Source: an optimization exercise on an open RTL-to-GDS flow (aim: small area, a short achievable clock period and few clock cycles). Production flows keep margins and buffers that such runs may drop. No functional check of the RTL was part of this run. Power figures rest on the tool's default switching activity, not on a simulated workload.

### design/flow/design.v
module FPU_FSM (
  input wire clk,
  input wire reset,
  input wire start,
  input wire       sign_bit_a,
  input wire [7:0] int_part_a,
  input wire [7:0] frac_part_a,  
  input wire       sign_bit_b,
  input wire [7:0] int_part_b,
  input wire [7:0] frac_part_b,
  input wire [1:0] S,  
  output reg [31:0] result,
  output wire       sign_bit_result,
  output wire [7:0] int_part_result,
  output wire [7:0] frac_part_result,  
  output reg done
);
  reg [3:0] state;
  parameter IDLE = 4'b0000,
            UNPACK = 4'b0001,
            ALIGN = 4'b0010,
            OPERATE = 4'b0011,
            ADD_SUB = 4'b0100,
            MULTIPLY = 4'b0101,
            DIVIDE = 4'b0110,
            NORMALIZE = 4'b0111,
            PACK = 4'b1000,
            DONE = 4'b1001;
  wire [31:0] a;
  wire [31:0] b;
  wire add_sub_done;
  wire multiply_done;
  wire divider_done;
  wire [31:0] result_wire_add_sub;
  wire [31:0] result_wire_multiply;
  wire [31:0] result_wire_divide;
  always @(posedge clk or posedge reset) begin
    if (reset) begin
      state <= IDLE;
      result <= 0;
      done <= 0;
    end else begin
      done <= 0;
      case (state)
        IDLE: begin
          if (start) begin
            case (S)
              2'b00, 2'b01: state <= ADD_SUB;
              2'b10:       state <= MULTIPLY;
              2'b11:       state <= DIVIDE;
            endcase
          end
        end
        ADD_SUB: begin
          if (add_sub_done) begin
            result <= result_wire_add_sub;
            done <= 1;
            state <= IDLE;
          end
        end
        MULTIPLY: begin
          if (multiply_done) begin
            result <= result_wire_multiply;
            done <= 1;
            state <= IDLE;
          end
        end
        DIVIDE: begin
          if (divider_done) begin
            result <= result_wire_divide;
            done <= 1;
            state <= IDLE;
          end
        end
        default: state <= IDLE;
      endcase
    end
  end
  fp_adder_subtractor adder_unit (
    .clk(clk),
    .reset(reset),
    .start(state == IDLE && start && S[1] == 1'b0),
    .a(a),
    .b(b),
    .subtract(S[0]),
    .result(result_wire_add_sub),
    .done(add_sub_done)
  );
  fp_mul_fsm mul_unit (
    .clk(clk),
    .rst(reset),
    .start(state == IDLE && start && S == 2'b10),
    .a(a),
    .b(b),
    .result(result_wire_multiply),
    .done(multiply_done)
  );
  ieee754_divide_fsm div_unit (
    .clk(clk),
    .rst(reset),
    .start(state == IDLE && start && S == 2'b11),
    .a(a),
    .b(b),
    .result(result_wire_divide),
    .done(divider_done)
  );
  convert conv_a (
    .int_part(int_part_a),
    .frac_part(frac_part_a),
    .sign_bit(sign_bit_a),
    .ieee_out(a)
  );
  convert conv_b (
    .int_part(int_part_b),
    .frac_part(frac_part_b),
    .sign_bit(sign_bit_b),
    .ieee_out(b)
  );
  decoder dec_result (
    .ieee_in(result),
    .int_part(int_part_result),
    .frac_part(frac_part_result),
    .sign_bit(sign_bit_result)
  );
endmodule
module fp_adder_subtractor (
    input wire clk,
    input wire reset,
    input wire start,
    input wire [31:0] a,
    input wire [31:0] b,
    input wire subtract,  
    output reg [31:0] result,
    output reg done
);
    reg [2:0] state;
    parameter IDLE = 3'd0,
              UNPACK = 3'd1,
              ALIGN = 3'd2,
              OPERATE = 3'd3,
              NORMALIZE = 3'd4,
              NORMALIZE_LOOP = 3'd5,
              PACK = 3'd6,
              DONE = 3'd7;
    reg sign_a, sign_b, sign_res;
    reg [7:0] exp_a, exp_b, exp_res;
    reg [23:0] mant_a, mant_b;
    reg [24:0] mant_res;
    reg [7:0] exp_diff;
    reg [4:0] shift_count;
    reg is_nan_a, is_nan_b;
    reg is_inf_a, is_inf_b;
    always @(posedge clk or posedge reset) begin
        if (reset) begin
            state <= IDLE;
            result <= 0;
            done <= 0;
        end else begin
            case (state)
                IDLE: begin
                    done <= 0;
                    if (start)
                        state <= UNPACK;
                end
                UNPACK: begin
                    sign_a <= a[31];
                    sign_b <= b[31] ^ subtract;
                    exp_a <= a[30:23];
                    exp_b <= b[30:23];
                    mant_a <= (a[30:23] == 0) ? {1'b0, a[22:0]} : {1'b1, a[22:0]};
                    mant_b <= (b[30:23] == 0) ? {1'b0, b[22:0]} : {1'b1, b[22:0]};
                    is_nan_a <= (a[30:23] == 8'b11111111) && (a[22:0] != 0);
                    is_nan_b <= (b[30:23] == 8'b11111111) && (b[22:0] != 0);
                    is_inf_a <= (a[30:23] == 8'b11111111) && (a[22:0] == 0);
                    is_inf_b <= (b[30:23] == 8'b11111111) && (b[22:0] == 0);
                    state <= ALIGN;
                end
                ALIGN: begin
                    if (is_nan_a || is_nan_b) begin
                        result <= 32'h7FC00000;  
                        state <= DONE;
                    end else if (is_inf_a && is_inf_b) begin
                        if (sign_a == sign_b)
                            result <= {sign_a, 8'hFF, 23'b0};  
                        else
                            result <= 32'h7FC00000;  
                        state <= DONE;
                    end else if (is_inf_a) begin
                        result <= {sign_a, 8'hFF, 23'b0};
                        state <= DONE;
                    end else if (is_inf_b) begin
                        result <= {sign_b, 8'hFF, 23'b0};
                        state <= DONE;
                    end else begin
                        if (exp_a > exp_b) begin
                            exp_diff <= exp_a - exp_b;
                            mant_b <= mant_b >> (exp_a - exp_b);
                            exp_res <= exp_a;
                        end else begin
                            exp_diff <= exp_b - exp_a;
                            mant_a <= mant_a >> (exp_b - exp_a);
                            exp_res <= exp_b;
                        end
                        state <= OPERATE;
                    end
                end
                OPERATE: begin
                    if (sign_a == sign_b) begin
                        mant_res <= mant_a + mant_b;
                        sign_res <= sign_a;
                    end else begin
                        if (mant_a >= mant_b) begin
                            mant_res <= mant_a - mant_b;
                            sign_res <= sign_a;
                        end else begin
                            mant_res <= mant_b - mant_a;
                            sign_res <= sign_b;
                        end
                    end
                    state <= NORMALIZE;
                end
                NORMALIZE: begin
                    if (mant_res[24]) begin
                        mant_res <= mant_res >> 1;
                        exp_res <= exp_res + 1;
                        state <= PACK;
                    end else if (mant_res == 0) begin
                        exp_res <= 0;
                        state <= PACK;
                    end else begin
                        shift_count <= 0;
                        state <= NORMALIZE_LOOP;
                    end
                end
                NORMALIZE_LOOP: begin
                    if (mant_res[23] == 0 && exp_res > 0 && shift_count < 23) begin
                        mant_res <= mant_res << 1;
                        exp_res <= exp_res - 1;
                        shift_count <= shift_count + 1;
                    end else begin
                        state <= PACK;
                    end
                end
                PACK: begin
                    result <= {sign_res, exp_res, mant_res[22:0]};
                    state <= DONE;
                end
                DONE: begin
                    done <= 1;
                    state <= IDLE;
                end
            endcase
        end
    end
endmodule
module fp_mul_fsm (
    input clk,
    input rst,
    input start,
    input [31:0] a,
    input [31:0] b,
    output reg [31:0] result,
    output reg done
);
    reg [2:0] state;
    parameter IDLE = 3'd0,
              UNPACK = 3'd1,
              MULTIPLY = 3'd2,
              NORMALIZE = 3'd3,
              ROUND = 3'd4,
              PACK = 3'd5,
              DONE = 3'd6;
    reg sign_a, sign_b, sign_res;
    reg [7:0] exp_a, exp_b, exp_res;
    reg [23:0] mant_a, mant_b;
    reg [47:0] mant_prod;
    reg [22:0] mant_res;
    reg guard, round_bit, sticky;
    reg [7:0] exp_tmp;
    always @(posedge clk or posedge rst) begin
        if (rst) begin
            state <= IDLE;
            done <= 0;
            result <= 0;
        end else begin
            case (state)
                IDLE: begin
                    done <= 0;
                    if (start) begin
                        if ((a[30:0] == 31'b0) || (b[30:0] == 31'b0)) begin
                            result <= {a[31] ^ b[31], 31'b0};
                            done <= 1;
                            state <= IDLE;
                        end else begin
                            state <= UNPACK;
                        end
                    end
                end
                UNPACK: begin
                    sign_a <= a[31];
                    sign_b <= b[31];
                    sign_res <= a[31] ^ b[31];
                    exp_a <= a[30:23];
                    exp_b <= b[30:23];
                    mant_a <= {1'b1, a[22:0]};
                    mant_b <= {1'b1, b[22:0]};
                    state <= MULTIPLY;
                end
                MULTIPLY: begin
                    mant_prod <= mant_a * mant_b;
                    exp_tmp <= exp_a + exp_b - 8'd127;
                    state <= NORMALIZE;
                end
                NORMALIZE: begin
                    if (mant_prod[47]) begin
                        mant_res <= mant_prod[46:24];
                        guard <= mant_prod[23];
                        round_bit <= mant_prod[22];
                        sticky <= |mant_prod[21:0];
                        exp_res <= exp_tmp + 1;
                    end else begin
                        mant_res <= mant_prod[45:23];
                        guard <= mant_prod[22];
                        round_bit <= mant_prod[21];
                        sticky <= |mant_prod[20:0];
                        exp_res <= exp_tmp;
                    end
                    state <= ROUND;
                end
                ROUND: begin
                    if (guard && (round_bit || sticky || mant_res[0])) begin
                        mant_res <= mant_res + 1;
                        if (mant_res == 23'h7FFFFF) begin  
                            exp_res <= exp_res + 1;
                            mant_res <= 23'h400000;
                        end
                    end
                    state <= PACK;
                end
                PACK: begin
                    result <= {sign_res, exp_res, mant_res[22:0]};
                    state <= DONE;
                end
                DONE: begin
                    done <= 1;
                    state <= IDLE;
                end
            endcase
        end
    end
endmodule
module ieee754_divide_fsm (
    input wire clk, rst, start,
    input wire [31:0] a, b,
    output reg [31:0] result,
    output reg done
);
    reg [2:0] state;
    parameter IDLE = 0, DECODE = 1, DIVIDE = 2, NORMALIZE = 3, ASSEMBLE = 4, DONE = 5;
    reg sign_a, sign_b;
    reg [7:0] exponent_a, exponent_b;
    reg [23:0] mantissa_a, mantissa_b;
    reg result_sign;
    reg [23:0] quotient_reg;
    wire [23:0] quotient;
    reg [7:0] result_exponent;
    wire divider_done;
    reg div_go;
    restoring_divider_24bit divider (
        .clk(clk),
        .reset(rst),
        .start(div_go),
        .dividend(mantissa_a),
        .divisor(mantissa_b),
        .quotient(quotient),
        .done(divider_done)
    );
    always @(posedge clk or posedge rst) begin
        if (rst) begin
            state <= IDLE;
            done <= 0;
            result <= 0;
            result_exponent <= 0;
            quotient_reg <= 0;
            div_go <= 0;
        end else begin
            div_go <= (state == DECODE);
            case (state)
                IDLE: begin
                    done <= 0;
                    result_exponent <= 0;
                    quotient_reg <= 0;
                    if (start)
                        state <= DECODE;
                end
                DECODE: begin
                    if (a == 0 && b == 0) begin
                      result <=0;
                      state <= DONE;
                    end
                    sign_a <= a[31];
                    sign_b <= b[31];
                    exponent_a <= a[30:23];
                    exponent_b <= b[30:23];
                    mantissa_a <= {1'b1, a[22:0]};
                    mantissa_b <= {1'b1, b[22:0]};
                    result_sign <= a[31] ^ b[31];
                    state <= DIVIDE;
                end
                DIVIDE: begin
                    if (divider_done) begin
                        quotient_reg <= quotient;   
                        result_exponent <= exponent_a - exponent_b + 127;
                        state <= NORMALIZE;
                    end
                end
                NORMALIZE: begin
                    if (quotient_reg[23] == 0) begin
                        quotient_reg <= quotient_reg << 1;
                        result_exponent <= result_exponent - 1;
                    end else begin
                        state <= ASSEMBLE;
                    end
                end
                ASSEMBLE: begin
                    result <= {result_sign, result_exponent, quotient_reg[22:0]};
                    state <= DONE;
                end
                DONE: begin
                    done <= 1;
                    state <= IDLE;
                end
            endcase
        end
    end
endmodule
module restoring_divider_24bit (
    input wire clk,
    input wire reset,
    input wire start,
    input wire [23:0] dividend,
    input wire [23:0] divisor,
    output reg [23:0] quotient,
    output reg done
);
	 reg [1:0] state;
    parameter IDLE = 0, OPERATE = 1, DONE = 2;
    reg [48:0] temp;
    reg [4:0] count;
    reg [4:0] count2;
    always @(posedge clk or posedge reset) begin
        if (reset) begin
            state    <= IDLE;
            quotient <= 0;
            temp     <= 0;
            count    <= 0;
            count2   <= 0;
            done     <= 0;
        end else begin
            case (state)
                IDLE: begin
                    done <= 0;
                    if (start) begin
                        temp[48] <=0;
								temp[47:0] <= { dividend, 24'b0}; 
								count <= 24;     
								count2 <= 0; 								
                        state <= OPERATE;
                    end
                end
                OPERATE: begin
                    if (count > 0) begin
                        if (temp[48:24] >= divisor[23:0]) begin
                            temp[48:24] <= temp[48:24] - divisor;
                            temp[0] <= 1'b1;
                            count2 <= count2 + 1;
                        end else begin
                            temp <= temp << 1;
                        end
                        count <= count - 1;
                    end else begin
                        if (count2 > 1) begin
                            temp <= temp << 1;
                            count2 <= count2 - 1;
                        end else begin
                            state <= DONE;
                        end
                    end
                end
                DONE: begin
                     quotient <= temp[23:0];
							done <= 1;
                     state <= IDLE;
                end
            endcase
        end
    end
endmodule
module convert (
    input  wire [7:0] int_part,       
    input  wire [7:0] frac_part,      
    input  wire       sign_bit,       
    output reg  [31:0] ieee_out       
);
    reg [47:0] binary_combined;       
    integer i;
    integer shift;
    reg [7:0] exponent;
    reg [22:0] mantissa;
    always @(*) begin
        binary_combined = {int_part, frac_part[7:0]} << 16;
        if (binary_combined == 0) begin
            ieee_out = 32'b0;
        end else begin
            shift = 0;
            for (i = 0; i < 48; i = i + 1) begin
                if (binary_combined[47] == 0) begin
                    binary_combined = binary_combined << 1;
                    shift = shift + 1;
                end
            end
            exponent = 127 + (23 - shift);
            mantissa = binary_combined[46:24];
            ieee_out = {sign_bit, exponent, mantissa};
        end
    end
endmodule
module decoder (
    input  wire [31:0] ieee_in,
    output reg  [7:0] int_part,
    output reg  [7:0] frac_part,
    output reg        sign_bit
);
    reg [7:0] exponent;
    reg [22:0] mantissa;
    reg [54:0] binary_result;   
    integer shift;
    always @(*) begin
        sign_bit = ieee_in[31];
        exponent = ieee_in[30:23];
        mantissa = ieee_in[22:0];
        if (exponent == 0 && mantissa == 0) begin
            int_part = 8'b0;
            frac_part = 8'b0;
        end else begin
            binary_result = {7'b0, 1'b1, mantissa, 24'b0};   
            shift = exponent - 127;
            if (shift > 0)
                binary_result = binary_result << shift;
            else
                binary_result = binary_result >> (-shift);
            int_part = binary_result[54:47];      
            frac_part = binary_result[46:39];     
        end
    end
endmodule
### design/flow/run.sh
#!/bin/bash
# synth_recipe.tcl (not shown) runs the flow's synth.tcl, then flattens the netlist and writes it again
# the make line also repeats each setting of config.mk as NAME=value (left out here)
make -C /OpenROAD-flow-scripts/flow DESIGN_CONFIG=/design/flow/config.mk WORK_HOME=/design/flow/orfs CLKGATE_MAP_FILE= SYNTH_SCRIPT=/design/flow/synth_recipe.tcl finish
### design/flow/config.mk
export PLATFORM = sky130hd
export DESIGN_NAME = FPU_FSM
export DESIGN_NICKNAME = FPU_FSM
export VERILOG_FILES = /design/flow/design.v
export SDC_FILE = /design/flow/constraint.sdc
export NUM_CORES = 4
export LEC_CHECK = 0
export CAP_MARGIN = 20
export CORE_MARGIN = 2
export CORE_UTILIZATION = 40
export PLACE_DENSITY = 0.6
export SLEW_MARGIN = 20
### design/flow/constraint.sdc
create_clock -name core_clock -period 22.0 [get_ports {clk}]
set_input_delay 4.4000 -clock core_clock [delete_from_list [all_inputs] [get_ports {clk}]]
set_output_delay 4.4000 -clock core_clock [all_outputs]
set_load 0.01 [all_outputs]
==> flow_metrics.tcl <==
set metrics [dict create \
    tns_ns 0 \
    hold_class "register to register" \
    syn-instance-count 5799 \
    cp-end-kind "register" \
    yosys.cell_types.count 126 \
    num_antenna_cells 0 \
    final_cells 7435 \
    critPathKind "input port to register" \
    synth_edf_count 277 \
    cellPowerDensity_nw_per_um2 159 \
    numCtsBuffers 58 \
    leakagePower_uw 0.0234 \
    drc 0 \
    gp_congestion 0.902 \
    ys_seq_elements 540 \
    ys.flop_type "edfxtp_1" \
    synth.area.top_cells "edfxtp_1, dfrtp_1, ha_1, fa_1, nand2_1" \
    ys_top_cells_by_count "nand2_1, inv_1, nor2_1, o21ai_0, ha_1" \
    clock_latency_ns 0.64 \
    setup_viol 0 \
    clk_pin_slew_ns 0.06 \
    io_pins 89 \
    start_util_pct 40.3 \
    die_y_um 362 \
    cp-start-kind "input port" \
    cts-root-buf "clkbuf_16" \
    fin_crit_ns 20.99 \
    synth.avg_cell_area_um2 8.84 \
    synth.most_common_cell "nand2_1" \
    grt_pass1_wl_mm 234 \
    vdd_drop_max_mv 0.392 \
    port_buffers 88 \
    drv_slew 0 \
    fin_ws_ns 1.01 \
    worstPathMaxFanout 15 \
    dr.pass1.iters 8 \
    drt_iter0_markers 3800 \
    die_w_um 362 \
    synth_area_um2 51300 \
    num_vias 42400 \
    synth_warnings 7 \
    grt_start_max_net_pins 92 \
    slowest_delay_ns 0.49 \
    antenna_found_initial 0 \
    cap_viol_max_count 0 \
    hold_violations 0 \
    vias_per_cell 5.70 \
    drtAntennaViolNets 0 \
    crit_buf_inv 3 \
    relSlewSlack_pct 25.8 \
    netlist.area_leader.share_pct 16.2 \
    arrival_ns 21.32 \
    area_growth_pct 9.10 \
    cts_tree "done" \
    htree_num_levels 2 \
    grt_pass1_vias 41200 \
    rsz0062_at_grt "false" \
    die_area_um2 131000 \
    seq_area_frac_synth_pct 29.1 \
    critPathRequiredTime_ns 22.34 \
    top_register "div_unit.divider.temp" \
    dp_slack_ns 0.316 \
    cpMaxStageDelayCell "or4_4" \
    drt-total-wl_mm 146 \
    routedWlPerCell_um 19.7 \
    synth_area_leader_cell "edfxtp_1" \
    dpl.hpwl_mm 110 \
    grt_use_total_pct 22.0 \
    fin_skew_ns 0.0278 \
    fmax_ghz 0.0476 \
    cts.sinks 540 \
    period_share_pct 95.4 \
    worstMarginPinSlew_ns 1.11 \
    nNetsFinal 6339 \
    dpl.cell_count 7324 \
    core_area_um2 127000 \
    critical_path.most_common_cell "ha_1" \
    synth-async-reset-ratio_pct 48.7 \
    gr-total-overflow 0 \
    path_delay_family "adder cells" \
    status "timing/DRC/antenna clean" \
    drive_above_1_share_pct 7.29 \
    rows 131 \
    clockBufferDepth 3 \
    largest_register_ffs 49 \
]
where the power goes:
group,switching [uW],internal [uW],leakage [uW],total (uW)
Combinational,3470,2480,0.0165,5940
Sequential,328,1600,0.00598,1930
Clock,423,579,0.000955,1000
path summary, 6_finish.rpt:
kind | from | end | slack (ns) | depth (start not counted)
setup reg to reg | mul_unit.mant_b[14]$_DFFE_PP_ | mul_unit.mant_prod[46]$_DFFE_PP_ | 13.25 | 37
hold / removal | mul_unit.sign_res$_DFFE_PP_ | mul_unit.result[31]$_DFFE_PP0P_ | 0.43 | 2
min in group asynchronous | reset | mul_unit.result[31]$_DFFE_PP0P_ | 4.38 | 3
max in group asynchronous | reset | adder_unit.state[0]$_DFFE_PP0P_ | 16.20 | 4
setup / recovery | int_part_b[5] | mul_unit.exp_b[6]$_DFFE_PP_ | 1.01 | 77
hold reg to reg | mul_unit.sign_res$_DFFE_PP_ | mul_unit.result[31]$_DFFE_PP0P_ | 0.43 | 2
per-stage QoR:
step | power (uW) | utilization (%) | cell area [um^2] | hold WS [ns]
floorplan | 6160 | - | 51300 | 0.426
global placement | 7850 | 42.3 | 53800 | 0.442
detailed placement | 7870 | 42.3 | 53800 | 0.442
CTS | 8950 | 43.8 | 55800 | 0.419
global route | 9790 | 43.9 | 55900 | 0.433
finish | 8870 | 43.9 | 55900 | 0.432
area by class of cell:
type                            count  area [um^2]
Inverter                          397         1500
Clock buffer                       82         1630
Timing Repair Buffer              193         1680
Clock inverter                     25          325
Fill cell                       12400        71400
Sequential cell                   540        14900
Tap cell                         1662         2080
Multi-Input combinational cell   4536        33800
cell usage in the layout (no fill, tap or decap), types with 94 or more instances in the layout:
cell type / netlist / layout
nand2_1: 716 / 714
fa_1: 202 / 202
a22o_1: 106 / 106
a21oi_1: 361 / 357
nor2_1: 380 / 372
xnor2_1: 214 / 209
nand3_1: 118 / 118
dfrtp_1: 263 / 262
mux2i_1: 167 / 166
o21ai_0: 374 / 371
ha_1: 372 / 367
nor3_1: 97 / 94
xor2_1: 111 / 108
buf_4: 7 / 104
edfxtp_1: 277 / 277
and2_1: 176 / 175
inv_1: 390 / 389
tightest hold or removal path: cells and delay by family (launching register included):
kind	cells	cell delay [ns]
simple gates	1	0.04
compound gates	1	0.06
flops	1	0.32
cells by family (layout without fill, tap and decap cells):
| family | after synthesis | in the layout | share of synthesized area (%) |
|---|---|---|---|
| and+or+nand+nor | 1865 | 1865 | 17.4 |
| AOI/OAI and AO/OA | 1483 | 1483 | 18.8 |
| buffers and inverters | 726 | 697 | 5.48 |
| adders and majority gates | 581 | 581 | 17.1 |
| DFF | 540 | 540 | 29.1 |
| xor gates and xnor gates | 342 | 342 | 6.26 |
| muxes | 261 | 261 | 5.97 |
| other | 1 | 4 | 0.00731 |
timing repair:
item	CTS	global route
buffers inserted	0	3
hold buffers	0	0
endpoints found under the hold margin	0	0
endpoints found under the setup margin	0	18
resized for setup	0	18
metal layers:
| metal | wire length [um] | vias to the layer above | GRT usage [%] | share of wire, % |
|---|---|---|---|---|
| met2 | 66700 | 1144 | 35.6 | 46 |
| li1 | - | 20400 | - | - |
| met1 | 67700 | 20600 | 31.1 | 46 |
| met3 | 7010 | 183 | 2.02 | 4.8 |
| met5 | 0 | - | 0 | 0 |
| met4 | 4760 | 0 | 6.84 | 3.3 |

[separate check: timing with driven ports]
The results above use ideal ports. As a check the final layout listed here was re-extracted and re-timed, cells and wires unchanged.
Step 1 assumes that a clkbuf_16 drives the clock port and a buf_2 every other input.
Step 2 moves the port delays by t, midway between the first and last clock arrival at a register: inputs arrive t later, outputs are due t later. That takes back most of the time a late clock gives input paths.
a / b / c = ideal ports / drivers / drivers and shift; a / b = the first two.
t, ns: 0.698
slack for setup (ns): 1.013 / 1.056 / 0.358
worst data-port slew with drivers (ns): 0.06
pins driven straight from the clock port: 1
After both steps setup and hold are still met in this run. The setup slack of this run moves by +0.043 ns with the drivers and by -0.655 ns with both steps.
